What follows belongs to an exercise in optimizing a design on an open flow for small area and a short achievable clock period; a production flow would make more cautious choices.
The RTL was checked by simulation tests, not by an equivalence proof against the original design.
Power is estimated from default activity; no workload was simulated.

## neurona_capa_1
module neurona_capa_1(
    weight_0, weight_1, weight_2, weight_3, weight_4, weight_5, weight_6, weight_7, weight_8, weight_9, weight_10, weight_11, weight_12, weight_13, weight_14, weight_15, weight_16, weight_17, weight_18, weight_19, weight_20, weight_21, weight_22, weight_23, weight_24, weight_25, weight_26, weight_27, weight_28, weight_29, weight_30, weight_31, weight_32, weight_33, weight_34, weight_35, weight_36, weight_37, weight_38, weight_39, weight_40, weight_41, weight_42, weight_43, weight_44, weight_45, weight_46, weight_47, weight_48,
    pixel_0, pixel_1, pixel_2, pixel_3, pixel_4, pixel_5, pixel_6, pixel_7, pixel_8, pixel_9, pixel_10, pixel_11, pixel_12, pixel_13, pixel_14, pixel_15, pixel_16, pixel_17, pixel_18, pixel_19, pixel_20, pixel_21, pixel_22, pixel_23, pixel_24, pixel_25, pixel_26, pixel_27, pixel_28, pixel_29, pixel_30, pixel_31, pixel_32, pixel_33, pixel_34, pixel_35, pixel_36, pixel_37, pixel_38, pixel_39, pixel_40, pixel_41, pixel_42, pixel_43, pixel_44, pixel_45, pixel_46, pixel_47, pixel_48,
    clk, out
);
Size in the first run: about 990 cells after synthesis, roughly 110 flip-flops, about 11000 µm² of cells after synthesis.
clock: 8.0 ns
lec_check: 0
cap_margin: 20
core_margin: 2
core_utilization: 40
setup_slack_margin: 4.7
slew_margin: 20
synth_hierarchical: 1
synth_minimum_keep_size: 0
standard.sh (not shown) runs the stock make flow with config.mk's settings and CLKGATE_MAP_FILE= SYNTH_SCRIPT=/design/flow/synth_recipe.tcl, a recipe that flattens the netlist after the stock synthesis.
==> flow/flow/run.sh <==
#!/bin/bash
# Own layout flow: the standard flow (standard.sh, unchanged synthesis),
# except that the port buffers buffer_ports inserts are buf_1 cells rather
# than the default it picks; timing repair resizes them where needed.
set -euo pipefail
export BUFFER_PORTS_ARGS="-buffer_cell sky130_fd_sc_hd__buf_1"
bash standard.sh > standard.log 2>&1
Next try:
--- a/flow/flow/run.sh
+++ b/flow/flow/run.sh
@@ -4 +4,2 @@
-# than the default it picks; timing repair resizes them where needed.
+# than the default it picks, and power recovery (downsizing gates off the
+# critical paths) runs after global routing.
@@ -6,0 +8 @@
+export RECOVER_POWER=100
- CTS_BUF_LIST: default -> sky130_fd_sc_hd__clkbuf_4 sky130_fd_sc_hd__clkbuf_8
Result: The changed run produced a clean layout. Wire length hardly moves. Core utilization falls by 0.74 points. Design area falls by 1.5%. Area after synthesis stays the same.
Next try:
--- a/flow/flow/run.sh
+++ b/flow/flow/run.sh
@@ -4,2 +4 @@
-# than the default it picks, and power recovery (downsizing gates off the
-# critical paths) runs after global routing.
+# than the default it picks; timing repair resizes them where needed.
@@ -8 +6,0 @@
-export RECOVER_POWER=100
- CORE_UTILIZATION: 40 -> 60
- CTS_BUF_LIST: sky130_fd_sc_hd__clkbuf_4 sky130_fd_sc_hd__clkbuf_8 -> default
First-iteration DRC count increases by 54%.
Clock skew goes down by 0.0048 ns.
Die area decreases by 33%.
Power increases by 15%.
Worst setup slack is better by 0.42 ns.
Clock-buffer cell count is unchanged.
Non-clock buffer count climbs by 2.
Fmax went up by 12%.
Final cell count went down by 6.4%.
Sequential power stays flat.
Global-route usage is higher by 12 points.


## harbor
Starting RTL as in the previous note.
Settings: LEC_CHECK=0, CAP_MARGIN=20, CORE_MARGIN=2, CORE_UTILIZATION=40, SETUP_SLACK_MARGIN=4.5, SLEW_MARGIN=20, SYNTH_HIERARCHICAL=1, SYNTH_MINIMUM_KEEP_SIZE=0; clock period 8.0 ns.
run.sh (not shown) runs the stock make flow with config.mk's settings and CLKGATE_MAP_FILE= SYNTH_SCRIPT=/design/flow/synth_recipe.tcl, a recipe that flattens the netlist after the stock synthesis.
Stock flow here: none of the scripts above is used.
harbor finished end to end and its layout was clean on timing, DRC and antenna.
#### Input delta (pepper over harbor)
==> flow/flow/run.sh (new file) <==
#!/bin/bash
# Own layout flow: the standard flow (standard.sh, unchanged synthesis),
# except that the port buffers buffer_ports inserts are buf_1 cells rather
# than the default it picks; timing repair resizes them where needed.
set -euo pipefail
export BUFFER_PORTS_ARGS="-buffer_cell sky130_fd_sc_hd__buf_1"
bash standard.sh > standard.log 2>&1
==> flow/standard.sh (new file) <==
#!/bin/bash
# synth_recipe.tcl (not shown) runs the flow's synth.tcl, then flattens the netlist and writes it again
# the make line also repeats each setting of config.mk as NAME=value (left out here)
make -C /OpenROAD-flow-scripts/flow DESIGN_CONFIG=/design/flow/config.mk WORK_HOME=/design/flow/orfs CLKGATE_MAP_FILE= SYNTH_SCRIPT=/design/flow/synth_recipe.tcl "${@:-finish}"
removed: flow/run.sh
Findings:
pepper against harbor: post-route fraction of the period consumed by the critical path lost 0.39 points, pin slew with the least headroom to its limit higher, filler cell count picked up an extra 242, worst hold slack higher, setup slack up 0.031 ns.
Going from harbor to pepper, switching power dropped 6.2%; final cell count barely changed; number of vias per cell after detailed routing climbed 0.057; number of cells upsized or downsized after cts dropped about 80%.
## Diff of input files: xenon against pepper
# pepper
export LEC_CHECK = 0
export CAP_MARGIN = 20
export CORE_MARGIN = 2
export CORE_UTILIZATION = 40
export SETUP_SLACK_MARGIN = 4.5
export SLEW_MARGIN = 20
export SYNTH_HIERARCHICAL = 1
export SYNTH_MINIMUM_KEEP_SIZE = 0
create_clock -name core_clock -period 8.0 [get_ports {clk}]
# xenon
export LEC_CHECK = 0
export CAP_MARGIN = 20
export CORE_MARGIN = 2
export CORE_UTILIZATION = 40
export CTS_BUF_LIST = sky130_fd_sc_hd__clkbuf_4 sky130_fd_sc_hd__clkbuf_8
export SETUP_SLACK_MARGIN = 4.7
export SLEW_MARGIN = 20
export SYNTH_HIERARCHICAL = 1
export SYNTH_MINIMUM_KEEP_SIZE = 0
create_clock -name core_clock -period 8.0 [get_ports {clk}]
Notes after the runs:
[compare] base=pepper new=xenon: transition at the pin with the smallest max-transition slack went down by 0.19 ns; met2 track demand over resource shows a reduction of 0.89 points.
Cell count along the critical path: xenon > pepper
The standard cells in xenon occupy more silicon area than those in pepper do.
The inputs of zinc differ from those of xenon as listed below.
# xenon
export LEC_CHECK = 0
export CAP_MARGIN = 20
export CORE_MARGIN = 2
export CORE_UTILIZATION = 40
export CTS_BUF_LIST = sky130_fd_sc_hd__clkbuf_4 sky130_fd_sc_hd__clkbuf_8
export SETUP_SLACK_MARGIN = 4.7
export SLEW_MARGIN = 20
export SYNTH_HIERARCHICAL = 1
export SYNTH_MINIMUM_KEEP_SIZE = 0
create_clock -name core_clock -period 8.0 [get_ports {clk}]
# zinc
export LEC_CHECK = 0
export CAP_MARGIN = 20
export CORE_MARGIN = 2
export CORE_UTILIZATION = 40
export SETUP_SLACK_MARGIN = 5.0
export SLEW_MARGIN = 20
export SYNTH_HIERARCHICAL = 1
export SYNTH_MINIMUM_KEEP_SIZE = 0
create_clock -name core_clock -period 8.0 [get_ports {clk}]
Findings:
Looking at the reports, zinc completed the entire flow and the layout it produced met the timing, DRC and antenna checks. From zinc to xenon, number of well taps did not move at all. Changes observed in zinc relative to xenon: biggest cell delay along the critical path now sits higher, global-route usage now sits higher, clock insertion delay at the later pin of the skew report now sits lower, wire length of the first global-routing pass now sits higher.
Changes in maple relative to zinc:
# zinc
export LEC_CHECK = 0
export CAP_MARGIN = 20
export CORE_MARGIN = 2
export CORE_UTILIZATION = 40
export SETUP_SLACK_MARGIN = 5.0
export SLEW_MARGIN = 20
export SYNTH_HIERARCHICAL = 1
export SYNTH_MINIMUM_KEEP_SIZE = 0
create_clock -name core_clock -period 8.0 [get_ports {clk}]
# maple
export LEC_CHECK = 0
export CAP_MARGIN = 20
export CORE_MARGIN = 2
export CORE_UTILIZATION = 40
export CTS_BUF_LIST = sky130_fd_sc_hd__clkbuf_4 sky130_fd_sc_hd__clkbuf_8
export PLACE_DENSITY = 0.8
export SETUP_SLACK_MARGIN = 4.7
export SLEW_MARGIN = 20
export SYNTH_HIERARCHICAL = 1
export SYNTH_MINIMUM_KEEP_SIZE = 0
create_clock -name core_clock -period 8.0 [get_ports {clk}]
## What came out
- Comparing maple against zinc, there is no change at all in mean cell area of the mapped netlist.
- NOTE: number of antenna violations at the first check in global routing in maple falls short of that of zinc
- Per the comparison of maple with zinc, final-stage net count shrank by 1.5%; area of the multi-input gates shrank by about 13%; final worst slack shrank by 0.056 ns; clock distribution area overhead in the final layout shrank by 0.29 points; buffers plus inverters on the worst setup path grew by 1.
- The leakage dissipation in zinc is 1.2 times that in maple.
- Total power: maple below zinc
- Summary: routed wire length, maple better than zinc
- The sequential fraction of total cell area reported for maple is greater than that of zinc by 2.3 points.

-- what the ideal ports hide --
The results above use ideal ports. As a check the final layouts listed here were re-extracted and re-timed, cells and wires unchanged. Step 1 sets driving cells, clkbuf_16 on the clock port and buf_2 on the other inputs (assumed; they add their load-dependent delay and slew). Step 2 times the ports against the registers' clock, not the clock port: input delays grow and output delays shrink by t, the midpoint of the rising clock arrivals with the driver on. Three values: no drivers, after step 1, after step 2; two values: the first two.
run | t, ns | setup slack, ns | worst setup path at the end | clock arrival spread, ns | worst register clock-pin slew, ns
the first run of note 1 | 0.382 | 4.702 / 4.718 / 4.336 | input to register | 0.009 / 0.010 | 0.07 / 0.07
the second run of note 1 | 0.410 | 4.242 / 4.226 / 3.816 | input to register | 0.014 / 0.014 | 0.10 / 0.10
the third run of note 1 | 0.401 | 4.659 / 4.641 / 4.240 | input to register | 0.008 / 0.008 | 0.07 / 0.07
harbor | 0.391 | 4.491 / 4.473 / 4.082 | input to register | 0.011 / 0.012 | 0.08 / 0.08
pepper | 0.391 | 4.522 / 4.538 / 4.147 | input to register | 0.012 / 0.012 | 0.08 / 0.08
xenon | 0.408 | 4.695 / 4.707 / 4.299 | input to register | 0.014 / 0.013 | 0.10 / 0.10
zinc | 0.394 | 4.753 / 4.753 / 4.367 | input to register | 0.012 / 0.012 | 0.08 / 0.08
maple | 0.413 | 4.697 / 4.668 / 4.255 | input to register | 0.009 / 0.010 | 0.10 / 0.10
After both steps every run listed still meets setup and hold. For maple, which loses most, drivers alone change the setup slack by -0.029 ns; drivers and shift together by -0.442 ns.
